This design comes from an exercise in tuning for small area, a short achievable clock period and few clock cycles on the open sky130 flow, not from production work.
At most, simulation tests tie the RTL to the original design; equivalence was not proved.
The RTL of runs 3 and 4 was laid out without a check of its function.
Power figures rest on the tool's default switching activity, not on a simulated workload.

$ cat flow/run.sh
#!/bin/bash
set -euo pipefail
rm -rf myscripts
cp -r "$FLOW_HOME/scripts" myscripts
cp flow/abc_area.script myscripts/abc_area.script
bash standard.sh SCRIPTS_DIR="$PWD/myscripts" finish > make_finish.log 2>&1
$ cat flow/abc_area.script
strash
&get -n
&deepsyn -J 200
&put
dch -f
map -a
strash
dch -f
map -a
topo
$ cat standard.sh
#!/bin/bash
# synth_recipe.tcl (not shown) runs the flow's synth.tcl, then flattens the netlist and writes it again
# the make line also repeats each setting of config.mk as NAME=value (left out here)
make -C /OpenROAD-flow-scripts/flow DESIGN_CONFIG=/design/flow/config.mk WORK_HOME=/design/flow/orfs CLKGATE_MAP_FILE= SYNTH_SCRIPT=/design/flow/synth_recipe.tcl "${@:-finish}"
$ cat config.mk
export PLATFORM = sky130hd
export DESIGN_NAME = nb_tx_top
export DESIGN_NICKNAME = nb_tx_top
export VERILOG_FILES = /design/flow/design.v
export SDC_FILE = /design/flow/constraint.sdc
export NUM_CORES = 4
export LEC_CHECK = 0
export ABC_AREA = 1
export CAP_MARGIN = 20
export CORE_MARGIN = 2
export CORE_UTILIZATION = 30
export CTS_BUF_LIST = sky130_fd_sc_hd__clkbuf_8
export PLACE_DENSITY = 0.5
export SETUP_SLACK_MARGIN = 4.9
export SLEW_MARGIN = 20
$ cat constraint.sdc
create_clock -name core_clock -period 7.0 [get_ports {i_clk_crc}]
set_input_delay 1.4000 -clock core_clock [delete_from_list [all_inputs] [get_ports {i_clk_crc}]]
set_output_delay 1.4000 -clock core_clock [all_outputs]
set_load 0.01 [all_outputs]
$ cat design.v
module nb_tx_top #(parameter TBS = 16 , parameter G = 132, parameter Qm = 2, parameter rv_indx = 0)
    (
        output logic                  e_k,
        output logic                  RM_Valid,
        input logic                   i_data_crc,
        input logic                   i_clk_crc,
                                      i_rst_crc
    );
    logic [3:0]  ra, ra_q;
    logic [3:0]  rb, rb_q;
    logic [8:0]  hi, hi_q;
    logic [15:0] d;
    logic [16:0] m, mq;
    logic        din, load, e_en, enq, v_nxt;
    assign din = i_data_crc;
    assign ra = {ra_q[3:1], ~ra_q[0]};
    assign rb = {rb_q[3:1], ~rb_q[0]};
    assign hi = {hi_q[8:1], ~hi_q[0]};
    always_ff @(posedge i_clk_crc, negedge i_rst_crc)
        if (!i_rst_crc) begin
            ra_q <= 4'd0;
            rb_q <= 4'd0;
            hi_q <= 9'd0;
        end else begin
            ra_q <= {ra[2:0], ~ra[3]};
            if (ra[3]) rb_q <= {rb[2:0], ~rb[3]};
            if (ra[3] & rb[3]) hi_q <= {hi[7:0], 1'b1};
        end
    always_ff @(posedge i_clk_crc)
        d <= {d[14:0], load ? din : d[15]};
    always_ff @(posedge i_clk_crc)
        mq <= m;
    always_ff @(posedge i_clk_crc, negedge i_rst_crc)
        if (!i_rst_crc) RM_Valid <= 1'b0;
        else RM_Valid <= v_nxt;
    always_ff @(posedge i_clk_crc, negedge i_rst_crc)
        if (!i_rst_crc) enq <= 1'b0;
        else enq <= e_en;
    always_ff @(posedge i_clk_crc, negedge i_rst_crc)
        if (!i_rst_crc) e_k <= 1'b0;
        else if (enq) e_k <= ^({din, d} & mq);
    assign load = hi[0];
    assign v_nxt = (hi[0] & ((ra[1] & rb[2]) | (ra[2] & rb[2]) | (ra[3] & rb[2]) | (ra[0] & rb[3]) | (ra[1] & rb[3]) | (ra[2] & rb[3]) | (ra[3] & rb[3])))
        | hi[1]
        | hi[2]
        | hi[3]
        | hi[4]
        | hi[5]
        | hi[6]
        | hi[7]
        | (hi[8] & ((ra[0] & rb[0]) | (ra[1] & rb[0]) | (ra[2] & rb[0]) | (ra[3] & rb[0]) | (ra[0] & rb[1]) | (ra[1] & rb[1]) | (ra[2] & rb[1]) | (ra[3] & rb[1]) | (ra[0] & rb[2]) | (ra[1] & rb[2]) | (ra[2] & rb[2]) | (ra[3] & rb[2]) | (ra[0] & rb[3])));
    assign e_en = (hi[0] & ((ra[3] & rb[2]) | (ra[1] & rb[3]) | (ra[2] & rb[3]) | (ra[3] & rb[3])))
        | (hi[1] & ((ra[1] & rb[0]) | (ra[2] & rb[0]) | (ra[3] & rb[0]) | (ra[1] & rb[1]) | (ra[2] & rb[1]) | (ra[3] & rb[1]) | (ra[1] & rb[2]) | (ra[3] & rb[2]) | (ra[1] & rb[3]) | (ra[2] & rb[3]) | (ra[3] & rb[3])))
        | (hi[2] & ((ra[1] & rb[0]) | (ra[2] & rb[0]) | (ra[3] & rb[0]) | (ra[1] & rb[1]) | (ra[2] & rb[1]) | (ra[3] & rb[1]) | (ra[1] & rb[2]) | (ra[3] & rb[2]) | (ra[1] & rb[3]) | (ra[2] & rb[3]) | (ra[3] & rb[3])))
        | (hi[3] & ((ra[1] & rb[0]) | (ra[2] & rb[0]) | (ra[3] & rb[0]) | (ra[1] & rb[1]) | (ra[2] & rb[1]) | (ra[3] & rb[1]) | (ra[1] & rb[2]) | (ra[3] & rb[2]) | (ra[1] & rb[3]) | (ra[2] & rb[3]) | (ra[3] & rb[3])))
        | (hi[4] & ((ra[1] & rb[0]) | (ra[2] & rb[0]) | (ra[3] & rb[0]) | (ra[1] & rb[1]) | (ra[2] & rb[1]) | (ra[3] & rb[1]) | (ra[0] & rb[3]) | (ra[1] & rb[3])))
        | (hi[5] & ((ra[0] & rb[0]) | (ra[1] & rb[0]) | (ra[0] & rb[1]) | (ra[1] & rb[1]) | (ra[2] & rb[1]) | (ra[3] & rb[1]) | (ra[0] & rb[2]) | (ra[1] & rb[2]) | (ra[0] & rb[3]) | (ra[1] & rb[3]) | (ra[2] & rb[3]) | (ra[3] & rb[3])))
        | (hi[6] & ((ra[0] & rb[0]) | (ra[1] & rb[0]) | (ra[0] & rb[1]) | (ra[1] & rb[1]) | (ra[2] & rb[1]) | (ra[3] & rb[1]) | (ra[0] & rb[2]) | (ra[1] & rb[2]) | (ra[0] & rb[3]) | (ra[1] & rb[3])))
        | (hi[7] & ((ra[0] & rb[0]) | (ra[1] & rb[0]) | (ra[0] & rb[1]) | (ra[1] & rb[1]) | (ra[2] & rb[1]) | (ra[3] & rb[1]) | (ra[0] & rb[2]) | (ra[1] & rb[2]) | (ra[0] & rb[3]) | (ra[1] & rb[3]) | (ra[2] & rb[3]) | (ra[3] & rb[3])))
        | (hi[8] & ((ra[0] & rb[0]) | (ra[1] & rb[0]) | (ra[0] & rb[1]) | (ra[1] & rb[1]) | (ra[2] & rb[1]) | (ra[3] & rb[1]) | (ra[0] & rb[2]) | (ra[1] & rb[2]) | (ra[0] & rb[3]) | (ra[1] & rb[3])));
    assign m[0] = (hi[0] & ((ra[3] & rb[2]) | (ra[1] & rb[3])))
        | (hi[1] & ((ra[1] & rb[0]) | (ra[3] & rb[1])))
        | (hi[2] & ((ra[2] & rb[1]) | (ra[3] & rb[1]) | (ra[1] & rb[2])))
        | (hi[3] & ((ra[2] & rb[1]) | (ra[1] & rb[2]) | (ra[1] & rb[3])))
        | (hi[4] & ((ra[2] & rb[0]) | (ra[2] & rb[1])))
        | (hi[5] & ((ra[2] & rb[1]) | (ra[3] & rb[1]) | (ra[0] & rb[3]) | (ra[2] & rb[3]) | (ra[3] & rb[3])))
        | (hi[6] & ((ra[0] & rb[1]) | (ra[2] & rb[1]) | (ra[3] & rb[1]) | (ra[0] & rb[2]) | (ra[0] & rb[3])))
        | (hi[7] & ((ra[0] & rb[0]) | (ra[0] & rb[1]) | (ra[1] & rb[1]) | (ra[2] & rb[1]) | (ra[3] & rb[1]) | (ra[0] & rb[2]) | (ra[0] & rb[3]) | (ra[1] & rb[3])))
        | (hi[8] & ((ra[0] & rb[0]) | (ra[0] & rb[1]) | (ra[1] & rb[1]) | (ra[0] & rb[2])));
    assign m[1] = (hi[1] & ((ra[2] & rb[0]) | (ra[2] & rb[1]) | (ra[1] & rb[2]) | (ra[2] & rb[3])))
        | (hi[2] & ((ra[3] & rb[1]) | (ra[3] & rb[2]) | (ra[1] & rb[3]) | (ra[2] & rb[3])))
        | (hi[3] & ((ra[1] & rb[0]) | (ra[2] & rb[0]) | (ra[3] & rb[1]) | (ra[1] & rb[3]) | (ra[2] & rb[3])))
        | (hi[4] & ((ra[2] & rb[0])))
        | (hi[5] & ((ra[1] & rb[0]) | (ra[0] & rb[1]) | (ra[1] & rb[1]) | (ra[2] & rb[1]) | (ra[0] & rb[2]) | (ra[1] & rb[3]) | (ra[2] & rb[3]) | (ra[3] & rb[3])))
        | (hi[6] & ((ra[0] & rb[0]) | (ra[1] & rb[0]) | (ra[0] & rb[2]) | (ra[1] & rb[2])))
        | (hi[7] & ((ra[0] & rb[0]) | (ra[1] & rb[0]) | (ra[0] & rb[1]) | (ra[1] & rb[1]) | (ra[1] & rb[2]) | (ra[0] & rb[3]) | (ra[2] & rb[3])))
        | (hi[8] & ((ra[0] & rb[0]) | (ra[0] & rb[1]) | (ra[1] & rb[1]) | (ra[2] & rb[1]) | (ra[3] & rb[1]) | (ra[0] & rb[2]) | (ra[1] & rb[2]) | (ra[0] & rb[3]) | (ra[1] & rb[3])));
    assign m[2] = (hi[0] & ((ra[2] & rb[3])))
        | (hi[1] & ((ra[2] & rb[1]) | (ra[3] & rb[1]) | (ra[3] & rb[2]) | (ra[1] & rb[3])))
        | (hi[2] & ((ra[1] & rb[0]) | (ra[2] & rb[0]) | (ra[2] & rb[3])))
        | (hi[3] & ((ra[1] & rb[0]) | (ra[2] & rb[0]) | (ra[2] & rb[1]) | (ra[1] & rb[2]) | (ra[1] & rb[3])))
        | (hi[4] & ((ra[3] & rb[1]) | (ra[0] & rb[3]) | (ra[1] & rb[3])))
        | (hi[5] & ((ra[0] & rb[0]) | (ra[2] & rb[1]) | (ra[3] & rb[1]) | (ra[0] & rb[2]) | (ra[0] & rb[3]) | (ra[2] & rb[3])))
        | (hi[6] & ((ra[0] & rb[0]) | (ra[0] & rb[1]) | (ra[0] & rb[2]) | (ra[0] & rb[3]) | (ra[1] & rb[3])))
        | (hi[7] & ((ra[0] & rb[0]) | (ra[1] & rb[1]) | (ra[3] & rb[1]) | (ra[1] & rb[2]) | (ra[2] & rb[3]) | (ra[3] & rb[3])))
        | (hi[8] & ((ra[1] & rb[0]) | (ra[0] & rb[1]) | (ra[0] & rb[2]) | (ra[0] & rb[3]) | (ra[1] & rb[3])));
    assign m[3] = (hi[1] & ((ra[2] & rb[0]) | (ra[2] & rb[1]) | (ra[3] & rb[1])))
        | (hi[2] & ((ra[2] & rb[1])))
        | (hi[3] & ((ra[1] & rb[0]) | (ra[2] & rb[0]) | (ra[2] & rb[1]) | (ra[3] & rb[1]) | (ra[3] & rb[2]) | (ra[2] & rb[3])))
        | (hi[4] & ((ra[1] & rb[0]) | (ra[2] & rb[0]) | (ra[3] & rb[1]) | (ra[0] & rb[3])))
        | (hi[5] & ((ra[1] & rb[0]) | (ra[1] & rb[1]) | (ra[3] & rb[1]) | (ra[0] & rb[2]) | (ra[0] & rb[3]) | (ra[2] & rb[3]) | (ra[3] & rb[3])))
        | (hi[6] & ((ra[1] & rb[0]) | (ra[0] & rb[3])))
        | (hi[7] & ((ra[0] & rb[0]) | (ra[1] & rb[1]) | (ra[2] & rb[1]) | (ra[3] & rb[1]) | (ra[0] & rb[2]) | (ra[0] & rb[3]) | (ra[1] & rb[3]) | (ra[2] & rb[3]) | (ra[3] & rb[3])))
        | (hi[8] & ((ra[0] & rb[0]) | (ra[0] & rb[1]) | (ra[1] & rb[1]) | (ra[0] & rb[2]) | (ra[0] & rb[3]) | (ra[1] & rb[3])));
    assign m[4] = (hi[0] & ((ra[1] & rb[3])))
        | (hi[1] & ((ra[1] & rb[0]) | (ra[2] & rb[0]) | (ra[1] & rb[2]) | (ra[2] & rb[3])))
        | (hi[2] & ((ra[2] & rb[0]) | (ra[2] & rb[1]) | (ra[1] & rb[2]) | (ra[2] & rb[3])))
        | (hi[3] & ((ra[1] & rb[0]) | (ra[2] & rb[1]) | (ra[2] & rb[3])))
        | (hi[4] & ((ra[2] & rb[0]) | (ra[2] & rb[1]) | (ra[0] & rb[3]) | (ra[1] & rb[3])))
        | (hi[5] & ((ra[0] & rb[0]) | (ra[1] & rb[0]) | (ra[0] & rb[1]) | (ra[1] & rb[1]) | (ra[3] & rb[1]) | (ra[1] & rb[2]) | (ra[0] & rb[3]) | (ra[2] & rb[3]) | (ra[3] & rb[3])))
        | (hi[6] & ((ra[0] & rb[1]) | (ra[1] & rb[2]) | (ra[0] & rb[3]) | (ra[1] & rb[3])))
        | (hi[7] & ((ra[1] & rb[1]) | (ra[2] & rb[1]) | (ra[1] & rb[2]) | (ra[0] & rb[3]) | (ra[1] & rb[3]) | (ra[2] & rb[3]) | (ra[3] & rb[3])))
        | (hi[8] & ((ra[0] & rb[0]) | (ra[1] & rb[0]) | (ra[1] & rb[1]) | (ra[0] & rb[2]) | (ra[0] & rb[3])));
    assign m[5] = (hi[0] & ((ra[1] & rb[3]) | (ra[2] & rb[3])))
        | (hi[1] & ((ra[1] & rb[0]) | (ra[2] & rb[0]) | (ra[2] & rb[1]) | (ra[3] & rb[1]) | (ra[1] & rb[2]) | (ra[2] & rb[3])))
        | (hi[2] & ((ra[3] & rb[1]) | (ra[1] & rb[2]) | (ra[1] & rb[3])))
        | (hi[3] & ((ra[1] & rb[2]) | (ra[2] & rb[3])))
        | (hi[4] & ((ra[0] & rb[3])))
        | (hi[5] & ((ra[1] & rb[1]) | (ra[3] & rb[1]) | (ra[0] & rb[2]) | (ra[0] & rb[3]) | (ra[3] & rb[3])))
        | (hi[6] & ((ra[0] & rb[1]) | (ra[1] & rb[1]) | (ra[2] & rb[1]) | (ra[3] & rb[1]) | (ra[0] & rb[2]) | (ra[0] & rb[3]) | (ra[1] & rb[3])))
        | (hi[7] & ((ra[0] & rb[0]) | (ra[1] & rb[0]) | (ra[0] & rb[1]) | (ra[1] & rb[1]) | (ra[2] & rb[1]) | (ra[0] & rb[2]) | (ra[1] & rb[2]) | (ra[0] & rb[3]) | (ra[2] & rb[3]) | (ra[3] & rb[3])))
        | (hi[8] & ((ra[1] & rb[0]) | (ra[0] & rb[1]) | (ra[1] & rb[1]) | (ra[2] & rb[1]) | (ra[3] & rb[1]) | (ra[0] & rb[2]) | (ra[0] & rb[3])));
    assign m[6] = (hi[1] & ((ra[1] & rb[0]) | (ra[2] & rb[0]) | (ra[1] & rb[1]) | (ra[3] & rb[1]) | (ra[1] & rb[2]) | (ra[1] & rb[3])))
        | (hi[2] & ((ra[1] & rb[0]) | (ra[1] & rb[3]) | (ra[2] & rb[3])))
        | (hi[3] & ((ra[2] & rb[1]) | (ra[1] & rb[2]) | (ra[2] & rb[3])))
        | (hi[4] & ((ra[2] & rb[0]) | (ra[0] & rb[3])))
        | (hi[5] & ((ra[0] & rb[0]) | (ra[0] & rb[1]) | (ra[2] & rb[1]) | (ra[0] & rb[3]) | (ra[1] & rb[3]) | (ra[3] & rb[3])))
        | (hi[6] & ((ra[0] & rb[0]) | (ra[1] & rb[1]) | (ra[3] & rb[1]) | (ra[0] & rb[2]) | (ra[1] & rb[2]) | (ra[0] & rb[3])))
        | (hi[7] & ((ra[1] & rb[0]) | (ra[0] & rb[1]) | (ra[1] & rb[1]) | (ra[2] & rb[1]) | (ra[3] & rb[1]) | (ra[0] & rb[3]) | (ra[2] & rb[3]) | (ra[3] & rb[3])))
        | (hi[8] & ((ra[1] & rb[0]) | (ra[1] & rb[1]) | (ra[2] & rb[1]) | (ra[1] & rb[2]) | (ra[0] & rb[3]) | (ra[1] & rb[3])));
    assign m[7] = (hi[1] & ((ra[2] & rb[0]) | (ra[1] & rb[3]) | (ra[2] & rb[3])))
        | (hi[2] & ((ra[1] & rb[0]) | (ra[2] & rb[1])))
        | (hi[3] & ((ra[1] & rb[1]) | (ra[3] & rb[1]) | (ra[1] & rb[2]) | (ra[1] & rb[3])))
        | (hi[4] & ((ra[1] & rb[0]) | (ra[2] & rb[0]) | (ra[2] & rb[1]) | (ra[3] & rb[1]) | (ra[1] & rb[3])))
        | (hi[5] & ((ra[0] & rb[1]) | (ra[1] & rb[1]) | (ra[2] & rb[1]) | (ra[0] & rb[2]) | (ra[1] & rb[3])))
        | (hi[6] & ((ra[0] & rb[0]) | (ra[1] & rb[0]) | (ra[0] & rb[1]) | (ra[3] & rb[1]) | (ra[0] & rb[2]) | (ra[0] & rb[3])))
        | (hi[7] & ((ra[0] & rb[1]) | (ra[2] & rb[1]) | (ra[3] & rb[1]) | (ra[0] & rb[2]) | (ra[0] & rb[3])))
        | (hi[8] & ((ra[0] & rb[0]) | (ra[1] & rb[0]) | (ra[0] & rb[1]) | (ra[1] & rb[1]) | (ra[2] & rb[1]) | (ra[3] & rb[1]) | (ra[1] & rb[2]) | (ra[1] & rb[3])));
    assign m[8] = (hi[0] & ((ra[1] & rb[3]) | (ra[2] & rb[3])))
        | (hi[1] & ((ra[1] & rb[0]) | (ra[2] & rb[0]) | (ra[2] & rb[1]) | (ra[3] & rb[1]) | (ra[1] & rb[2])))
        | (hi[2] & ((ra[1] & rb[1]) | (ra[2] & rb[1])))
        | (hi[3] & ((ra[3] & rb[1]) | (ra[2] & rb[3])))
        | (hi[4] & ((ra[1] & rb[0]) | (ra[2] & rb[0]) | (ra[3] & rb[1]) | (ra[0] & rb[3])))
        | (hi[5] & ((ra[0] & rb[0]) | (ra[1] & rb[0]) | (ra[1] & rb[1]) | (ra[3] & rb[1]) | (ra[0] & rb[2]) | (ra[1] & rb[2])))
        | (hi[6] & ((ra[1] & rb[0]) | (ra[0] & rb[1]) | (ra[1] & rb[1]) | (ra[2] & rb[1]) | (ra[3] & rb[1]) | (ra[0] & rb[2]) | (ra[1] & rb[3])))
        | (hi[7] & ((ra[0] & rb[0]) | (ra[1] & rb[0]) | (ra[3] & rb[1]) | (ra[0] & rb[2]) | (ra[1] & rb[3]) | (ra[3] & rb[3])))
        | (hi[8] & ((ra[0] & rb[0]) | (ra[1] & rb[0]) | (ra[1] & rb[1]) | (ra[3] & rb[1]) | (ra[0] & rb[2])));
    assign m[9] = (hi[0] & ((ra[1] & rb[3]) | (ra[2] & rb[3])))
        | (hi[1] & ((ra[1] & rb[0]) | (ra[3] & rb[1]) | (ra[2] & rb[3])))
        | (hi[2] & ((ra[2] & rb[1]) | (ra[3] & rb[1]) | (ra[1] & rb[2]) | (ra[1] & rb[3])))
        | (hi[3] & ((ra[1] & rb[0]) | (ra[2] & rb[0]) | (ra[2] & rb[1]) | (ra[3] & rb[1]) | (ra[1] & rb[2]) | (ra[2] & rb[3])))
        | (hi[4] & ((ra[1] & rb[1]) | (ra[0] & rb[3])))
        | (hi[5] & ((ra[0] & rb[1]) | (ra[1] & rb[1]) | (ra[3] & rb[1]) | (ra[0] & rb[3]) | (ra[1] & rb[3]) | (ra[2] & rb[3])))
        | (hi[6] & ((ra[0] & rb[1]) | (ra[1] & rb[1]) | (ra[1] & rb[3])))
        | (hi[7] & ((ra[1] & rb[0]) | (ra[1] & rb[1]) | (ra[2] & rb[1]) | (ra[1] & rb[2]) | (ra[1] & rb[3]) | (ra[3] & rb[3])))
        | (hi[8] & ((ra[0] & rb[0]) | (ra[0] & rb[1]) | (ra[1] & rb[1]) | (ra[3] & rb[1]) | (ra[0] & rb[3]) | (ra[1] & rb[3])));
    assign m[10] = (hi[0] & ((ra[1] & rb[3]) | (ra[2] & rb[3])))
        | (hi[1] & ((ra[2] & rb[1]) | (ra[1] & rb[2]) | (ra[1] & rb[3])))
        | (hi[2] & ((ra[1] & rb[0]) | (ra[2] & rb[0]) | (ra[3] & rb[1]) | (ra[1] & rb[3]) | (ra[2] & rb[3])))
        | (hi[3] & ((ra[1] & rb[0]) | (ra[3] & rb[1]) | (ra[2] & rb[3])))
        | (hi[4] & ((ra[1] & rb[3])))
        | (hi[5] & ((ra[3] & rb[1])))
        | (hi[6] & ((ra[0] & rb[0]) | (ra[1] & rb[0]) | (ra[2] & rb[1]) | (ra[0] & rb[2]) | (ra[0] & rb[3]) | (ra[1] & rb[3])))
        | (hi[7] & ((ra[0] & rb[0]) | (ra[0] & rb[1]) | (ra[1] & rb[1]) | (ra[3] & rb[1]) | (ra[0] & rb[2]) | (ra[1] & rb[2])))
        | (hi[8] & ((ra[1] & rb[0]) | (ra[0] & rb[1]) | (ra[2] & rb[1]) | (ra[1] & rb[2]) | (ra[0] & rb[3])));
    assign m[11] = (hi[1] & ((ra[1] & rb[0]) | (ra[1] & rb[2]) | (ra[1] & rb[3]) | (ra[2] & rb[3])))
        | (hi[2] & ((ra[1] & rb[0]) | (ra[2] & rb[1]) | (ra[3] & rb[1]) | (ra[1] & rb[3]) | (ra[2] & rb[3])))
        | (hi[3] & ((ra[2] & rb[1]) | (ra[1] & rb[2]) | (ra[1] & rb[3])))
        | (hi[4] & ((ra[1] & rb[0]) | (ra[2] & rb[0]) | (ra[2] & rb[1]) | (ra[3] & rb[1]) | (ra[0] & rb[3])))
        | (hi[5] & ((ra[0] & rb[0]) | (ra[1] & rb[0]) | (ra[1] & rb[1]) | (ra[2] & rb[1]) | (ra[0] & rb[2]) | (ra[0] & rb[3]) | (ra[1] & rb[3]) | (ra[3] & rb[3])))
        | (hi[6] & ((ra[0] & rb[0]) | (ra[0] & rb[1]) | (ra[1] & rb[1]) | (ra[3] & rb[1]) | (ra[1] & rb[2]) | (ra[0] & rb[3])))
        | (hi[7] & ((ra[0] & rb[0]) | (ra[1] & rb[0]) | (ra[0] & rb[1]) | (ra[0] & rb[2]) | (ra[1] & rb[2]) | (ra[0] & rb[3]) | (ra[1] & rb[3]) | (ra[2] & rb[3])))
        | (hi[8] & ((ra[0] & rb[0]) | (ra[3] & rb[1]) | (ra[1] & rb[2]) | (ra[0] & rb[3])));
    assign m[12] = (hi[0] & ((ra[2] & rb[3]) | (ra[3] & rb[3])))
        | (hi[1] & ((ra[3] & rb[0]) | (ra[2] & rb[1]) | (ra[1] & rb[2]) | (ra[1] & rb[3]) | (ra[2] & rb[3])))
        | (hi[2] & ((ra[1] & rb[0]) | (ra[3] & rb[1]) | (ra[1] & rb[2])))
        | (hi[3] & ((ra[3] & rb[1]) | (ra[1] & rb[2]) | (ra[2] & rb[3])))
        | (hi[4] & ((ra[1] & rb[0]) | (ra[3] & rb[1]) | (ra[0] & rb[3]) | (ra[1] & rb[3])))
        | (hi[5] & ((ra[2] & rb[1]) | (ra[1] & rb[3])))
        | (hi[6] & ((ra[0] & rb[0]) | (ra[0] & rb[1]) | (ra[2] & rb[1]) | (ra[0] & rb[2]) | (ra[1] & rb[2]) | (ra[0] & rb[3])))
        | (hi[7] & ((ra[3] & rb[1]) | (ra[0] & rb[2]) | (ra[0] & rb[3]) | (ra[1] & rb[3]) | (ra[3] & rb[3])))
        | (hi[8] & ((ra[2] & rb[1]) | (ra[3] & rb[1]) | (ra[0] & rb[2]) | (ra[1] & rb[2]) | (ra[0] & rb[3])));
    assign m[13] = (hi[1] & ((ra[2] & rb[0]) | (ra[2] & rb[1]) | (ra[3] & rb[1]) | (ra[2] & rb[3])))
        | (hi[2] & ((ra[3] & rb[1]) | (ra[3] & rb[3])))
        | (hi[3] & ((ra[2] & rb[0]) | (ra[3] & rb[0]) | (ra[2] & rb[1]) | (ra[1] & rb[2]) | (ra[1] & rb[3])))
        | (hi[4] & ((ra[1] & rb[0]) | (ra[2] & rb[0]) | (ra[0] & rb[3]) | (ra[1] & rb[3])))
        | (hi[5] & ((ra[1] & rb[0]) | (ra[0] & rb[1]) | (ra[1] & rb[1]) | (ra[3] & rb[1]) | (ra[0] & rb[2]) | (ra[1] & rb[2]) | (ra[0] & rb[3]) | (ra[1] & rb[3]) | (ra[2] & rb[3])))
        | (hi[6] & ((ra[0] & rb[0]) | (ra[1] & rb[0]) | (ra[0] & rb[1]) | (ra[1] & rb[1]) | (ra[2] & rb[1]) | (ra[3] & rb[1]) | (ra[0] & rb[2]) | (ra[1] & rb[2]) | (ra[1] & rb[3])))
        | (hi[7] & ((ra[0] & rb[0]) | (ra[1] & rb[0]) | (ra[1] & rb[1]) | (ra[1] & rb[2]) | (ra[1] & rb[3]) | (ra[3] & rb[3])))
        | (hi[8] & ((ra[0] & rb[0]) | (ra[1] & rb[0]) | (ra[0] & rb[1]) | (ra[1] & rb[1]) | (ra[2] & rb[1]) | (ra[3] & rb[1]) | (ra[0] & rb[2]) | (ra[1] & rb[2]) | (ra[0] & rb[3]) | (ra[1] & rb[3])));
    assign m[14] = (hi[0] & ((ra[2] & rb[3])))
        | (hi[1] & ((ra[1] & rb[0]) | (ra[2] & rb[1]) | (ra[3] & rb[1]) | (ra[1] & rb[2]) | (ra[3] & rb[3])))
        | (hi[2] & ((ra[2] & rb[0]) | (ra[3] & rb[0]) | (ra[2] & rb[1]) | (ra[3] & rb[1])))
        | (hi[3] & ((ra[2] & rb[0]) | (ra[2] & rb[1]) | (ra[3] & rb[1]) | (ra[1] & rb[3]) | (ra[2] & rb[3])))
        | (hi[4] & ((ra[3] & rb[1])))
        | (hi[5] & ((ra[0] & rb[0]) | (ra[0] & rb[1]) | (ra[2] & rb[1]) | (ra[0] & rb[2]) | (ra[1] & rb[2]) | (ra[3] & rb[3])))
        | (hi[6] & ((ra[1] & rb[1]) | (ra[0] & rb[3]) | (ra[1] & rb[3])))
        | (hi[7] & ((ra[2] & rb[1]) | (ra[3] & rb[1]) | (ra[0] & rb[2]) | (ra[0] & rb[3])))
        | (hi[8] & ((ra[0] & rb[0]) | (ra[1] & rb[0]) | (ra[0] & rb[1]) | (ra[2] & rb[1]) | (ra[1] & rb[2]) | (ra[1] & rb[3])));
    assign m[15] = (hi[1] & ((ra[1] & rb[0]) | (ra[2] & rb[1]) | (ra[1] & rb[2]) | (ra[2] & rb[3])))
        | (hi[2] & ((ra[2] & rb[0]) | (ra[2] & rb[1]) | (ra[2] & rb[3])))
        | (hi[3] & ((ra[1] & rb[0]) | (ra[2] & rb[1]) | (ra[1] & rb[2]) | (ra[1] & rb[3]) | (ra[2] & rb[3]) | (ra[3] & rb[3])))
        | (hi[4] & ((ra[2] & rb[0]) | (ra[3] & rb[0]) | (ra[2] & rb[1]) | (ra[0] & rb[3]) | (ra[1] & rb[3])))
        | (hi[5] & ((ra[0] & rb[0]) | (ra[0] & rb[1]) | (ra[2] & rb[1]) | (ra[2] & rb[3]) | (ra[3] & rb[3])))
        | (hi[6] & ((ra[1] & rb[0]) | (ra[0] & rb[1]) | (ra[1] & rb[1]) | (ra[3] & rb[1]) | (ra[1] & rb[2])))
        | (hi[7] & ((ra[0] & rb[0]) | (ra[3] & rb[1]) | (ra[1] & rb[3]) | (ra[3] & rb[3])))
        | (hi[8] & ((ra[1] & rb[0]) | (ra[2] & rb[1]) | (ra[1] & rb[2]) | (ra[0] & rb[3])));
    assign m[16] = (hi[0] & ((ra[2] & rb[3])));
endmodule
==> results of run 1 <==
cell type report:
| cell class | instances | area, µm² |
|---|---|---|
| multi-input cells | 299 | 1754 |
| clock buffers | 5 | 68.82 |
| well taps | 129 | 161.4 |
| inverters | 63 | 266.5 |
| repair buffers | 27 | 202.7 |
| fillers | 1001 | 5687 |
| flip-flops and latches | 53 | 1170 |
| clock inverters | 3 | 17.52 |
cell usage in the layout, fill, tap and decap left out, drive strengths merged, types with 6 or more instances in the layout:
| master | netlist | final |
|---|---|---|
| xor2 | 8 | 8 |
| nor3 | 19 | 19 |
| nand3 | 11 | 11 |
| a21oi | 40 | 40 |
| dfxtp | 33 | 33 |
| clkinv | 63 | 51 |
| o2111ai | 7 | 7 |
| nand2 | 53 | 53 |
| clkbuf | 0 | 6 |
| dfrtp | 20 | 20 |
| buf | 0 | 26 |
| nor2 | 83 | 83 |
| inv | 0 | 8 |
| o21ai | 29 | 29 |
| clkinvlp | 0 | 7 |
| xnor2 | 8 | 8 |
worst max-delay path by stage:
stage                           from  end  slack [ps]  cells past startpoint
final                            e_k  e_k        4760                      1
after global routing             e_k  e_k        4710                      1
after CTS                        e_k  e_k        4750                      1
after detailed placement  i_data_crc  e_k        4140                      7
after global placement    i_data_crc  e_k        4130                      7
after floorplan           i_data_crc  e_k        4760                      6
power by group through the flow:
stage	Sequential (µW)	Clock [µW]	Combinational, µW
detailed placement	318	0	5.09
floorplan	317	0	0.469
CTS	311	185	4.23
finish	311	182	4.29
global placement	318	0	4.82
global route	312	196	5.25
per-layer routing:
| metal | vias up | global-route usage [%] | part of all wire, % |
|---|---|---|---|
| li1 | 1477 | - | - |
| met1 | 1584 | 35.51 | 40 |
| met2 | 285 | 37.15 | 42 |
| met3 | 78 | 5.951 | 11 |
| met4 | 0 | 13.23 | 7.2 |
| met5 | - | 0 | 0 |
stage by stage:
step | area [µm²] | utilization [%] | hold slack, ps | setup WS, ps
after detailed placement | 3123 | 33.48 | 336.7 | 4143
final | 3641 | 39.03 | 352.5 | 4757
after global placement | 3123 | 33.48 | 333.4 | 4133
after floorplan | 2914 | - | 331.1 | 4761
after global routing | 3641 | 39.03 | 359.2 | 4711
after CTS | 3363 | 36.06 | 356.0 | 4750
flip-flops by register name, summed over array words and instances (netlist names):
signal,count
mq,17
e_k,1
RM_Valid,1
hi_q,9
d,16
ra_q,4
rb_q,4
enq,1
logic make-up after synthesis:
kind of cell | synth area share (%)
simple gates | 25.46
compound gates | 21.49
buf+inv | 8.157
flops | 40.05
xor+xnor | 4.834
synth_stat cells (all sizes together):
| library cell | number |
|---|---|
| nor2 | 83 |
| clkinv | 63 |
| nand2 | 53 |
| a21oi | 40 |
| dfxtp | 33 |
| o21ai | 29 |
| dfrtp | 20 |
| nor3 | 19 |
| nand3 | 11 |
| xnor2 | 8 |
| xor2 | 8 |
| o2111ai | 7 |
| a211oi | 5 |
| a31oi | 5 |
| nand4 | 5 |
| nor4 | 5 |
| o22ai | 5 |
| a2111oi | 3 |
| o211ai | 3 |
| a221oi | 2 |
| o221ai | 2 |
| o32ai | 2 |
| a22oi | 1 |
| nor4b | 1 |
| o21bai | 1 |
| or2 | 1 |
what timing repair did:
| item | in CTS | in global routing |
|---|---|---|
| buffers inserted | 7 | 15 |
| endpoints found under the hold margin | 0 | 0 |
| hold buffers | 0 | 0 |
| gates resized for setup | 50 | 55 |
| pin swaps | 7 | 10 |
| setup endpoints to repair | 40 | 40 |
==> flow_summary.json, run 1 <==
{
  "status": "no timing/DRC/antenna violations",
  "cts_buffers": 5,
  "viasPerCell": 5.914,
  "fin_nets": 452,
  "synth_seq_cells": 53,
  "reg2reg_setup_slack_ps": 4900,
  "grt_max_degree": 21,
  "drc": 0,
  "switching_power_uw": 117.7,
  "die_area_um2": 10470,
  "hold_end": "d[14]",
  "clk_latency_ps": 330,
  "clk_pin_slew_worst_paths_ps": 100,
  "wire_per_inst_um": 22.72,
  "overflow": 0,
  "power_frac_comb_pct": 0.9,
  "p_int_uw": 379.8,
  "hold_path_class": "reg -> reg",
  "track_usage_pct": 25.66,
  "slew_headroom_pct": 61.75,
  "dp_hpwl_um": 9614,
  "r2r-end": "mq[14]",
  "fin_cells": 579,
  "wl_um": 13150,
  "switching_share_pct": 23.66,
  "fp.dieH_um": 102.3,
  "drtIter0Drc": 560,
  "clock_power_share_pct": 36.6,
  "vias": 3424,
  "required_ps": 5600,
  "synth_cell_types": 26,
  "rsz0062_at_grt": "yes",
  "synthesis.nets": 418,
  "rows": 35,
  "yosysWarningCount": 1,
  "area.growth.synth_to_final_pct": 25.59,
  "hold_depth": 0,
  "n_antenna_cell": 0,
  "powerDensity_nw_per_um2": 136.7,
  "max_stage_delay_ps": 390,
  "gp_congestion": 1.050,
  "firstDrtPassIters": 8,
  "ant_nets": 0,
  "cts_max_level": 2,
  "cts.sinks": 53,
  "grt_pass1_vias": 3214,
  "slowest_stage": "dfrtp_1",
  "synth.avg_cell_area_um2": 6.986,
  "yosysTopAreaCell": "dfxtp_1",
  "dpl.cell_count": 549,
  "slew_viol_final": 0,
  "core_area_um2": 9328,
  "ir_drop_v": 0.00007251,
  "final_layout_size_suffix_gt1_share_pct": 23.56,
  "yosys.area.top_type_share_pct": 22.79,
  "hold_viol": 0,
  "postSynthCellCount": 415,
  "synth_area_um2": 2899,
  "worstPathCellList": "buf_2",
  "r2r_cells": 10,
  "period_needed_ps": 2243,
  "finalClockSkew_ps": 19.91,
  "max_cap_viol_count": 0,
  "startpoint_type": "flip-flop",
  "cts.path.max_buffers": 2,
  "grt_first_pass_wirelength_um": 19380,
  "seqPwrFrac_pct": 62.5,
  "crit_type": "reg -> out",
  "fin_total_pwr_uw": 497.6,
  "synthTopCellsByArea": "dfxtp_1 (23%), dfrtp_1 (17%), nor2_1 (11%)",
  "antenna_found_initial": 0,
  "final.setup.tns_ps": 0,
  "start_util_pct": 31.08,
  "cp_max_fo": 2,
  "ys_seq_area_share_pct": 40.05,
  "p_leak_uw": 0.001352,
  "ioPinCount": 5,
  "min_from": "d[13]",
  "setup_viol_count_final": 0,
  "worst_pin_slew_ps": 573.8,
  "regToRegStartpoint": "rb_q[1]",
  "portBuffers": 4,
  "critPathTopFamily": "flip-flops",
  "worst-path-buf-inv": 1,
  "cp-end-kind": "primary output",
  "die_w_um": 102.3,
  "min_period_over_period_pct": 32.04,
  "timing.fmax_ghz": 0.4458,
  "cts_root_buf": "clkbuf_8",
  "crit_arrival_ps": 840,
  "cts_tree": "done"
}
Testbench counts, summed over its fixed seeds: cycles 13,920.
==> run 2: changes to the inputs <==
--- a/config.mk
+++ b/config.mk
@@ -9,7 +9,7 @@
 export CAP_MARGIN = 20
 export CORE_MARGIN = 2
 export CORE_UTILIZATION = 30
-export CTS_BUF_LIST = sky130_fd_sc_hd__clkbuf_8
+export CTS_BUF_LIST = sky130_fd_sc_hd__clkbuf_16
 export PLACE_DENSITY = 0.5
 export SETUP_SLACK_MARGIN = 4.9
 export SLEW_MARGIN = 20
==> run 2 against run 1 <==
Against the previous run: still clean on timing, DRC and antenna; worst setup slack better by 45 ps; sequential power hardly changed; global-route usage is 0.31 points lower; clock-buffer cell count stayed put; first-iteration DRC count is 8.2% lower; die area stayed put; synthesized cell count stayed put; largest cell class unchanged; highest routed layer unchanged.
==> flow_summary.json, run 2 <==
{
  "top_regs": "mq: 17 flops, d: 16 flops, hi_q: 9 flops",
  "regToRegStartpoint": "rb_q[0]",
  "slew_headroom_pct": 60.70,
  "setup_viol_count_final": 0,
  "slew_viol_final": 0,
  "synth_common_cells": "nor2_1 (83), clkinv_1 (63), nand2_1 (53)",
  "grt_first_pass_wirelength_um": 19190,
  "yosysTopAreaCell": "dfxtp_1",
  "crit_cells": 1,
  "area.growth.synth_to_final_pct": 23.05,
  "r2r_cells": 9,
  "finalClockSkew_ps": 13.42,
  "cts_tree": "done",
  "crit_arrival_ps": 800,
  "track_usage_pct": 25.35,
  "clk_latency_ps": 300,
  "met2_usage_pct": 36.39,
  "rows": 35,
  "worst_pin_slew_ps": 589.5,
  "synthTopCellsByArea": "dfxtp_1 (23%), dfrtp_1 (17%), nor2_1 (11%)",
  "core_area_um2": 9328,
  "overflow": 0,
  "max_stage_delay_ps": 380,
  "antenna_found_initial": 0,
  "synth_cell_types": 26,
  "dp_hpwl_um": 9614,
  "fp.dieH_um": 102.3,
  "p_leak_uw": 0.001320,
  "final_common_cell": "nor2_1",
  "status": "no timing/DRC/antenna violations",
  "required_ps": 5600,
  "crit_path_start": "e_k",
  "design_area_um2": 3567,
  "postSynthCellCount": 415,
  "startpoint_type": "flip-flop",
  "yosys.area.top_type_share_pct": 22.79,
  "ir_drop_v": 0.00009686,
  "cp_max_fo": 2,
  "cts_buffers": 5,
  "critPathTopFamily": "flip-flops",
  "final.setup.tns_ps": 0,
  "cts.sinks": 53,
  "async_flop_share_pct": 37.74,
  "hold_viol": 0,
  "mostFrequentLayoutCells": "nor2_1 (53), nand2_1 (52), clkinv_1 (51)",
  "vias": 3419,
  "cp-endpoint": "e_k",
  "worstPathCellList": "clkbuf_2",
  "synth_ff_type": "dfxtp_1",
  "wire_per_inst_um": 22.95,
  "ctsHoldBuffers": 0,
  "crit_type": "reg -> out",
  "timing.fmax_ghz": 0.4550,
  "synthesis.nets": 418,
  "grt_pass1_vias": 3216,
  "slowest_stage": "dfrtp_1",
  "die_w_um": 102.3,
  "fillers": 1001,
  "cts_root_buf": "clkbuf_16",
  "hold_path_class": "reg -> reg",
  "largest_reg_flops": 17,
  "top_register": "mq",
  "cts_max_level": 2,
  "yosysWarningCount": 1,
  "die_area_um2": 10470,
  "cts.path.max_buffers": 2,
  "clk_pin_slew_worst_paths_ps": 70,
  "rsz0062_at_grt": "yes",
  "n_antenna_cell": 0,
  "final_layout_size_suffix_gt1_share_pct": 19.41,
  "reg2reg_setup_slack_ps": 4870,
  "synth_area_um2": 2899,
  "synth.avg_cell_area_um2": 6.986,
  "drtIter0Drc": 514,
  "placedInstanceArea_um2": 3123,
  "worst-path-buf-inv": 1,
  "max_cap_viol_count": 0,
  "grt_busiest_layer": "met2",
  "ys_seq_area_share_pct": 40.05,
  "grt_use_met1_pct": 34.59,
  "start_util_pct": 31.08,
  "use_met3_pct": 6.361,
  "viasPerCell": 6.030,
  "synth.most_common_cell": "nor2_1",
  "cp-end-kind": "primary output",
  "wl_um": 13010,
  "grt_max_degree": 21,
  "ant_nets": 0,
  "portBuffers": 4,
  "synth_seq_cells": 53,
  "min_period_over_period_pct": 31.40,
  "r2r-end": "mq[4]",
  "ioPinCount": 5,
  "gp_congestion": 1.050,
  "drc": 0,
  "synth_edf_count": 0,
  "period_needed_ps": 2198,
  "powerDensity_nw_per_um2": 158.7,
  "firstDrtPassIters": 6,
  "fin_nets": 440
}
==> run 2: repair_timing <==
item | 4_1_cts | 5_1_grt
buffers inserted | 5 | 5
gates resized for setup | 51 | 41
endpoints found under the setup margin | 40 | 40
pin swaps | 8 | 6
==> run 2: per-stage QoR <==
step	instances	setup WS, ps	total power (µW)	hold slack (ps)	utilization [%]
after floorplan	415	4761	317.3	331.1	-
after global placement	549	4133	322.5	333.4	33.48
after detailed placement	549	4143	322.7	336.7	33.48
after CTS	562	4694	569.0	351.7	36.66
after global routing	567	4759	581.5	354.4	38.24
final	567	4802	566.2	351.4	38.24
==> run 2: metal layers <==
metal  wire length, µm  part of all wire [%]  up-vias
li1                  -                     -     1462
met1              5311                    41     1589
met2              5348                    41      270
met3              1303                    10       98
met4              1049                   8.1        0
met5                 0                     0        -
==> run 2: final cells by class <==
class                   count  area [µm²]  area share [%]
flip-flops and latches     53        1167           32.73
well taps                 129       161.4           4.525
multi-input cells         299        1723           48.30
repair buffers             15       112.6           3.157
clock inverters             3       17.52          0.4911
inverters                  63       260.3           7.296
clock buffers               5       125.1           3.508
==> run 2: where the power goes <==
part | switching [µW] | internal [µW]
Clock | 119 | 132
Sequential | 2.64 | 308
Combinational | 3.05 | 1.20
Total | 124 | 442
==> run 2: cell families after synthesis <==
| group | share of synthesized area (%) |
|---|---|
| and+or+nand+nor | 25.46 |
| AOI/OAI and AO/OA | 21.49 |
| buffers and inverters | 8.157 |
| DFF | 40.05 |
| xor gates and xnor gates | 4.834 |
==> run 2: how the worst min path moves through the flow <==
stage,start,end,depth (start not counted)
after CTS,d[11],d[12],0
after global placement,d[2],d[3],0
final,d[11],d[12],0
after floorplan,d[9],d[10],0
after global routing,d[11],d[12],0
after detailed placement,d[11],d[12],0
==> run 3: changes to the inputs <==
--- a/design.v
+++ b/design.v
@@ -6,16 +6,15 @@
         input logic                   i_clk_crc,
                                       i_rst_crc
     );
-    logic [3:0]  ra, ra_q;
-    logic [3:0]  rb, rb_q;
+    logic [3:0]  ra, rb, ra_q, rb_q;
     logic [8:0]  hi, hi_q;
+    assign ra = {ra_q[3:1], ~ra_q[0]};
+    assign rb = {rb_q[3:1], ~rb_q[0]};
+    assign hi = {hi_q[8:1], ~hi_q[0]};
     logic [15:0] d;
     logic [16:0] m, mq;
     logic        din, load, e_en, enq, v_nxt;
     assign din = i_data_crc;
-    assign ra = {ra_q[3:1], ~ra_q[0]};
-    assign rb = {rb_q[3:1], ~rb_q[0]};
-    assign hi = {hi_q[8:1], ~hi_q[0]};
     always_ff @(posedge i_clk_crc, negedge i_rst_crc)
         if (!i_rst_crc) begin
             ra_q <= 4'd0;
@@ -28,11 +27,11 @@
         end
     always_ff @(posedge i_clk_crc)
         d <= {d[14:0], load ? din : d[15]};
-    always_ff @(posedge i_clk_crc)
-        mq <= m;
     always_ff @(posedge i_clk_crc, negedge i_rst_crc)
         if (!i_rst_crc) RM_Valid <= 1'b0;
         else RM_Valid <= v_nxt;
+    always_ff @(posedge i_clk_crc)
+        mq <= m;
     always_ff @(posedge i_clk_crc, negedge i_rst_crc)
         if (!i_rst_crc) enq <= 1'b0;
         else enq <= e_en;
--- a/config.mk
+++ b/config.mk
@@ -11,5 +11,5 @@
 export CORE_UTILIZATION = 30
 export CTS_BUF_LIST = sky130_fd_sc_hd__clkbuf_16
 export PLACE_DENSITY = 0.5
-export SETUP_SLACK_MARGIN = 4.9
+export SETUP_SLACK_MARGIN = 4.5
 export SLEW_MARGIN = 20
==> run 3 against run 2 <==
Against the previous run: cell count fell by 0.53%; global-route usage fell by 0.66 points; power fell by 0.12%; clock power barely moved; still clean on timing, DRC and antenna; sequential power barely moved; clock-buffer cell count did not move; critical path depth rose by 6; sequential cell count did not move.
==> flow_summary.json, run 3 <==
{
  "status": "no timing/DRC/antenna violations",
  "critPathTopFamily": "simple AND/OR/NAND/NOR gates",
  "startpoint_type": "flip-flop",
  "grt_pass1_vias": 3111,
  "cpMostUsedCell": "clkinv_1",
  "cts_max_level": 2,
  "cts_root_buf": "clkbuf_16",
  "setup_ws_ps": 4373,
  "grt_first_pass_wirelength_um": 18800,
  "synth_edf_count": 0,
  "hold_path_class": "reg -> reg",
  "firstDrtPassIters": 5,
  "yosysWarningCount": 1,
  "max_cap_viol_count": 0,
  "synthTopCellsByArea": "dfxtp_1 (23%), dfrtp_1 (17%), nor2_1 (10%)",
  "cp_max_fo": 9,
  "synth-xor-area-share_pct": 4.792,
  "cp-end-kind": "flip-flop",
  "finalClockSkew_ps": 5.964,
  "dp_slack_ps": 4221,
  "gp_congestion": 1.036,
  "fp.dieH_um": 102.7,
  "vias": 3275,
  "synth_seq_cells": 53,
  "cts_buffers": 5,
  "postSynthCellCount": 417,
  "synth_cell_types": 28,
  "worst_pin_slew_ps": 903.6,
  "rows": 36,
  "area.growth.synth_to_final_pct": 13.74,
  "clk_latency_ps": 300,
  "ctsHoldBuffers": 0,
  "cts_tree": "done",
  "overflow": 0,
  "synth_area_um2": 2924,
  "crit_arrival_ps": 2850,
  "required_ps": 7220,
  "min_period_over_period_pct": 37.53,
  "ir_drop_v": 0.0001021,
  "dp_hpwl_um": 9505,
  "max_stage_delay_ps": 560,
  "synthesis.nets": 420,
  "slew_viol_final": 0,
  "wl_um": 12290,
  "timing.fmax_ghz": 0.3806,
  "drc": 0,
  "rsz0062_at_grt": "yes",
  "synth_top_family_by_area": "simple AND/OR/NAND/NOR gates",
  "async_flop_share_pct": 37.74,
  "hold_viol": 0,
  "slew_headroom_pct": 39.57,
  "p_leak_uw": 0.001268,
  "synth.avg_cell_area_um2": 7.012,
  "track_usage_pct": 24.69,
  "yosys.area.top_type_share_pct": 22.59,
  "crit_type": "reg -> reg",
  "final_common_cell": "nor2_1",
  "ioPinCount": 5,
  "top_register": "mq",
  "clk_pin_slew_worst_paths_ps": 70,
  "n_antenna_cell": 0,
  "synth-compound-area-share_pct": 23.58,
  "cts.path.max_buffers": 2,
  "die_w_um": 102.7,
  "die_area_um2": 10550,
  "synthSimpleGateAreaFrac_pct": 24.60,
  "worstPathCellList": "clkinv_1, nor2_1, clkinv_1, o22ai_1, or2_2, a211oi_1, nand3_1",
  "viasPerCell": 5.807,
  "period_needed_ps": 2627,
  "synth_common_cells": "nor2_1 (80), clkinv_1 (57), nand2_1 (57)",
  "powerDensity_nw_per_um2": 170.1,
  "portBuffers": 4,
  "worst-path-buf-inv": 2,
  "final.setup.tns_ps": 0,
  "fin_nets": 433,
  "synth.most_common_cell": "nor2_1",
  "wire_per_inst_um": 21.78,
  "core_area_um2": 9594,
  "ant_nets": 0,
  "start_util_pct": 30.48,
  "slowest_stage": "nor2_1",
  "ys_seq_area_share_pct": 39.71,
  "cts.sinks": 53,
  "reg2reg_setup_slack_ps": 4370,
  "setup_viol_count_final": 0,
  "grt_max_degree": 21,
  "mostFrequentLayoutCells": "nor2_1 (72), clkinv_1 (57), nand2_1 (57)",
  "largest_reg_flops": 17,
  "muxShareOfSynthArea_pct": 0,
  "yosysTopAreaCell": "dfxtp_1",
  "antenna_found_initial": 0,
  "synth_ff_type": "dfxtp_1",
  "top_regs": "mq: 17 flops, d: 16 flops, hi_q: 9 flops",
  "final_layout_size_suffix_gt1_share_pct": 4.640,
  "drtIter0Drc": 560,
  "cts_setup_buffers": 0,
  "synthAdderAreaFrac_pct": 0
}
run 3: per-layer routing:
metal	wire, µm	global-route usage (%)
met5	0	0
met4	775	14.67
met1	5025	32.64
met3	1179	4.678
met2	5306	37.41
run 3: area by class of cell:
type | instances | area, µm²
Clock buffer | 5 | 125.1
Clock inverter | 3 | 23.77
Inverter | 57 | 214.0
Tap cell | 133 | 166.4
Multi-Input combinational cell | 307 | 1580
Fill cell | 1041 | 6269
Sequential cell | 53 | 1161
Timing Repair Buffer | 6 | 55.05
run 3: metrics by stage:
step	total power [µW]	hold WS [ps]	cells	util, %	cell area (µm²)
2_1_floorplan	317.3	331.1	417	-	2924
3_3_place_gp	323.0	336.2	556	32.79	3146
3_5_place_dp	323.0	336.8	556	32.79	3146
4_1_cts	572.3	351.5	564	34.34	3294
5_1_grt	588.9	357.9	564	34.66	3326
6_report	565.5	350.9	564	34.66	3326
run 3: timing repair:
| action | 4_1_cts | 5_1_grt |
|---|---|---|
| hold endpoints to repair | 0 | 0 |
| resized for setup | 3 | 10 |
| endpoints found under the setup margin | 3 | 13 |
| pin swaps | 0 | 5 |
run 3: worst paths after layout:
kind                            startpoint  depth (start not counted)  endpoint
worst max-delay path               rb_q[3]                          7    mq[10]
worst max register to register     rb_q[3]                          7    mq[10]
min in group asynchronous        i_rst_crc                          1   rb_q[3]
worst min-delay path                  d[9]                          0     d[10]
worst min register to register        d[9]                          0     d[10]
max in group asynchronous        i_rst_crc                          1       enq
run 3: kinds of logic (layout without fill, tap and decap cells):
kind of cell	after synthesis	in the layout
flip-flops	53	53
XOR/XNOR	16	16
AO/OA/AOI/OAI	116	116
buffers and inverters	57	71
AND/OR/NAND/NOR	175	175
run 3: power by group:
group / total, µW / switching [µW] / internal, µW
Sequential: 311 / 3.05 / 308
Clock: 250 / 115 / 135
Combinational: 4.31 / 2.87 / 1.44
Total: 566 / 121 / 445
==> run 4: changes to the inputs <==
--- a/design.v
+++ b/design.v
@@ -6,15 +6,16 @@
         input logic                   i_clk_crc,
                                       i_rst_crc
     );
-    logic [3:0]  ra, rb, ra_q, rb_q;
+    logic [3:0]  ra, ra_q;
+    logic [3:0]  rb, rb_q;
     logic [8:0]  hi, hi_q;
+    logic [15:0] d;
+    logic [15:0] m, mq;
+    logic        din, load, e_en, enq, v_nxt, din_on;
+    assign din = i_data_crc;
     assign ra = {ra_q[3:1], ~ra_q[0]};
     assign rb = {rb_q[3:1], ~rb_q[0]};
     assign hi = {hi_q[8:1], ~hi_q[0]};
-    logic [15:0] d;
-    logic [16:0] m, mq;
-    logic        din, load, e_en, enq, v_nxt;
-    assign din = i_data_crc;
     always_ff @(posedge i_clk_crc, negedge i_rst_crc)
         if (!i_rst_crc) begin
             ra_q <= 4'd0;
@@ -27,17 +28,18 @@
         end
     always_ff @(posedge i_clk_crc)
         d <= {d[14:0], load ? din : d[15]};
+    always_ff @(posedge i_clk_crc)
+        mq <= m;
     always_ff @(posedge i_clk_crc, negedge i_rst_crc)
         if (!i_rst_crc) RM_Valid <= 1'b0;
         else RM_Valid <= v_nxt;
-    always_ff @(posedge i_clk_crc)
-        mq <= m;
     always_ff @(posedge i_clk_crc, negedge i_rst_crc)
         if (!i_rst_crc) enq <= 1'b0;
         else enq <= e_en;
+    assign din_on = hi[0] & ra[3] & rb[3];
     always_ff @(posedge i_clk_crc, negedge i_rst_crc)
         if (!i_rst_crc) e_k <= 1'b0;
-        else if (enq) e_k <= ^({din, d} & mq);
+        else if (enq) e_k <= ^(d & mq[15:0]) ^ (din & din_on);
     assign load = hi[0];
     assign v_nxt = (hi[0] & ((ra[1] & rb[2]) | (ra[2] & rb[2]) | (ra[3] & rb[2]) | (ra[0] & rb[3]) | (ra[1] & rb[3]) | (ra[2] & rb[3]) | (ra[3] & rb[3])))
         | hi[1]
@@ -194,5 +196,4 @@
         | (hi[6] & ((ra[1] & rb[0]) | (ra[0] & rb[1]) | (ra[1] & rb[1]) | (ra[3] & rb[1]) | (ra[1] & rb[2])))
         | (hi[7] & ((ra[0] & rb[0]) | (ra[3] & rb[1]) | (ra[1] & rb[3]) | (ra[3] & rb[3])))
         | (hi[8] & ((ra[1] & rb[0]) | (ra[2] & rb[1]) | (ra[1] & rb[2]) | (ra[0] & rb[3])));
-    assign m[16] = (hi[0] & ((ra[2] & rb[3])));
 endmodule
==> flow/abc_area.script (replaced) <==
strash
&get -n
&fraig -x
&dc2
&put
dch -f
map -a
strash
dch -f
map -a
strash
dch -f
map -a
topo
--- a/config.mk
+++ b/config.mk
@@ -11,5 +11,5 @@
 export CORE_UTILIZATION = 30
 export CTS_BUF_LIST = sky130_fd_sc_hd__clkbuf_16
 export PLACE_DENSITY = 0.5
-export SETUP_SLACK_MARGIN = 4.5
+export SETUP_SLACK_MARGIN = 4.9
 export SLEW_MARGIN = 20
==> run 4 against run 3 <==
Against the previous run: critical path depth decreased by 6; first-iteration DRC count decreased by 8.2%; maximum frequency increased by 20%; sequential cell count decreased by 1; cell area increased by 18%; synthesized cell count increased by 0.72%; largest cell class unchanged; cell count increased by 6.2%; sequential power decreased by 2%; largest power group unchanged; still clean on timing, DRC and antenna; hold slack about the same.
==> flow_summary.json, run 4 <==
{
  "ys_seq_area_share_pct": 38.73,
  "cts_tree": "done",
  "clk_latency_ps": 300,
  "crit_arrival_ps": 800,
  "slew_headroom_pct": 61.66,
  "cts_root_buf": "clkbuf_16",
  "dp_hpwl_um": 10210,
  "yosysWarningCount": 1,
  "synth.avg_cell_area_um2": 7.016,
  "final_layout_size_suffix_gt1_share_pct": 26.82,
  "hold_viol": 0,
  "cts_max_level": 2,
  "powerDensity_nw_per_um2": 139.3,
  "fillers": 1049,
  "top_regs": "d: 16 flops, mq: 16 flops, hi_q: 9 flops",
  "final_common_cell": "nand2_1",
  "grt_max_degree": 22,
  "period_needed_ps": 2197,
  "min_from": "d[5]",
  "fin_nets": 468,
  "final_util_pct": 40.81,
  "setup_viol_count_final": 0,
  "fin_hold_ws_ps": 351.4,
  "synth_top_family_by_area": "simple AND/OR/NAND/NOR gates",
  "drtIter0Drc": 514,
  "r2r_cells": 9,
  "ir_drop_v": 0.00007897,
  "ant_nets": 0,
  "r2r-end": "mq[11]",
  "gp_congestion": 1.032,
  "yosys.area.top_type_share_pct": 21.74,
  "synth_area_um2": 2947,
  "cts.sinks": 52,
  "antenna_found_initial": 1,
  "yosysTopAreaCell": "dfxtp_1",
  "setup_ws_ps": 4803,
  "min_period_over_period_pct": 31.39,
  "cts.path.max_buffers": 2,
  "worstPathCellList": "buf_6",
  "wire_per_inst_um": 23.59,
  "portBuffers": 4,
  "drc": 0,
  "track_usage_pct": 26.74,
  "reg2reg_setup_slack_ps": 4860,
  "crit_type": "reg -> out",
  "max_cap_viol_count": 0,
  "viasPerCell": 6.083,
  "synth_seq_cells": 52,
  "async_flop_share_pct": 38.46,
  "p_leak_uw": 0.001480,
  "rows": 36,
  "synth_cell_types": 28,
  "cts_buffers": 5,
  "startpoint_type": "flip-flop",
  "synthAdderAreaFrac_pct": 0,
  "worst_pin_slew_ps": 575.2,
  "wl_um": 14130,
  "area.growth.synth_to_final_pct": 33.50,
  "ioPinCount": 5,
  "hold_path_class": "reg -> reg",
  "finalClockSkew_ps": 17.12,
  "synthesis.nets": 423,
  "critPathTopFamily": "flip-flops",
  "muxShareOfSynthArea_pct": 0,
  "postSynthCellCount": 420,
  "cp_max_fo": 2,
  "synthSimpleGateAreaFrac_pct": 26.11,
  "slowest_stage": "dfrtp_1",
  "rsz0062_at_grt": "yes",
  "n_antenna_cell": 0,
  "grt_first_pass_wirelength_um": 20580,
  "overflow": 0,
  "placedInstanceArea_um2": 3194,
  "mostFrequentLayoutCells": "nand2_1 (49), a21oi_1 (46), nor2_1 (44)",
  "regToRegStartpoint": "rb_q[1]",
  "worst-path-buf-inv": 1,
  "hold_depth": 0,
  "start_util_pct": 30.57,
  "synthTopCellsByArea": "dfxtp_1 (22%), dfrtp_1 (17%), nor2_1 (11%)",
  "synth_edf_count": 0,
  "die_area_um2": 10630,
  "final.setup.tns_ps": 0,
  "required_ps": 5600,
  "fp.dieH_um": 103.1,
  "synth-compound-area-share_pct": 24.29,
  "die_w_um": 103.1,
  "max_stage_delay_ps": 390,
  "design_area_um2": 3934,
  "firstDrtPassIters": 7,
  "synth_common_cells": "nor2_1 (85), nand2_1 (51), clkinv_1 (48)",
  "clk_pin_slew_worst_paths_ps": 60,
  "dp_slack_ps": 4159,
  "cp-end-kind": "primary output",
  "grt_pass1_vias": 3383,
  "timing.fmax_ghz": 0.4551,
  "core_area_um2": 9639,
  "synth.most_common_cell": "nor2_1",
  "hold_end": "d[6]",
  "synth_ff_type": "dfxtp_1",
  "vias": 3644,
  "slew_viol_final": 0,
  "status": "no timing/DRC/antenna violations",
  "synth-xor-area-share_pct": 4.756
}
run 4: cells by family after synthesis:
kind of cell	count (synthesis)
AND/OR/NAND/NOR	183
AO/OA/AOI/OAI	121
flip-flops	52
buffers and inverters	48
XOR/XNOR	16
run 4: where the power goes:
group	total, µW	switching (µW)	internal [µW]
registers	305	2.66	303
logic	4.94	3.40	1.54
clock network	238	108	130
total	548	114	434
run 4: layout make-up:
type                            count  area [µm²]  area share (%)
Tap cell                          133       166.4           4.230
Sequential cell                    52        1144           29.07
Clock buffer                        5       125.1           3.181
Timing Repair Buffer               37       281.5           7.156
Clock inverter                      3       15.01          0.3817
Inverter                           48       209.0           5.312
Multi-Input combinational cell    321        1993           50.67
run 4: how the worst max path moves through the flow:
stage               start     to  depth (start not counted)
6_report              e_k    e_k                          1
5_1_grt               e_k    e_k                          1
4_1_cts        i_data_crc    e_k                          7
3_5_place_dp   i_data_crc    e_k                          7
3_3_place_gp      ra_q[0]  mq[9]                          9
2_1_floorplan  i_data_crc    e_k                          6
run 4: metrics by stage:
step	cells	total power [µW]
after global routing	599	568.1
after global placement	559	317.2
after floorplan	420	311.5
after CTS	569	557.8
after detailed placement	559	317.3
final	599	548.2
run 4: routing by layer:
layer	GRT usage, %	up-vias	part of all wire, %
li1	-	1576	-
met1	34.26	1673	39
met2	41.86	295	43
met3	4.881	100	11
met4	15.99	0	8.1
met5	0	-	0
run 4: what timing repair did:
| action | 4_1_cts | 5_1_grt |
|---|---|---|
| setup buffers | 2 | 29 |
| gates cloned | 0 | 1 |
| pin swaps | 1 | 17 |
| hold buffers | 0 | 0 |
| endpoints found under the hold margin | 0 | 0 |
| setup endpoints to repair | 42 | 42 |
| resized for setup | 45 | 81 |

[separate check: timing with driven ports]
The results above use ideal ports. As a check the final layouts listed here were re-extracted and re-timed, cells and wires unchanged. Step 1, drivers: a clkbuf_16 drives i_clk_crc and a buf_2 each remaining input, both assumed. Step 2 moves the port delays by t, midway between the first and last clock arrival at a register: inputs arrive t later, outputs are due t later. That takes back most of the time a late clock gives input paths. a / b / c = no drivers / after step 1 / after step 2; a / b = the first two.
run | t, ns | setup WS [ns] | clock arrival spread, ns | slew at the worst register clock pin (ns) | cell pins on the clock port's net
run 1 | 0.357 | 4.757 / 4.720 / 4.631 | 0.020 / 0.020 | 0.11 / 0.11 | 1
run 2 | 0.336 | 4.802 / 4.761 / 4.620 | 0.013 / 0.013 | 0.08 / 0.08 | 1
run 3 | 0.328 | 4.373 / 4.373 / 4.373 | 0.007 / 0.006 | 0.07 / 0.07 | 1
run 4 | 0.329 | 4.803 / 4.766 / 4.598 | 0.018 / 0.017 | 0.08 / 0.08 | 1
After both steps setup and hold are still met in every run listed. The setup slack of run 4, which loses most, moves by -0.037 ns with the drivers and by -0.205 ns with both steps.
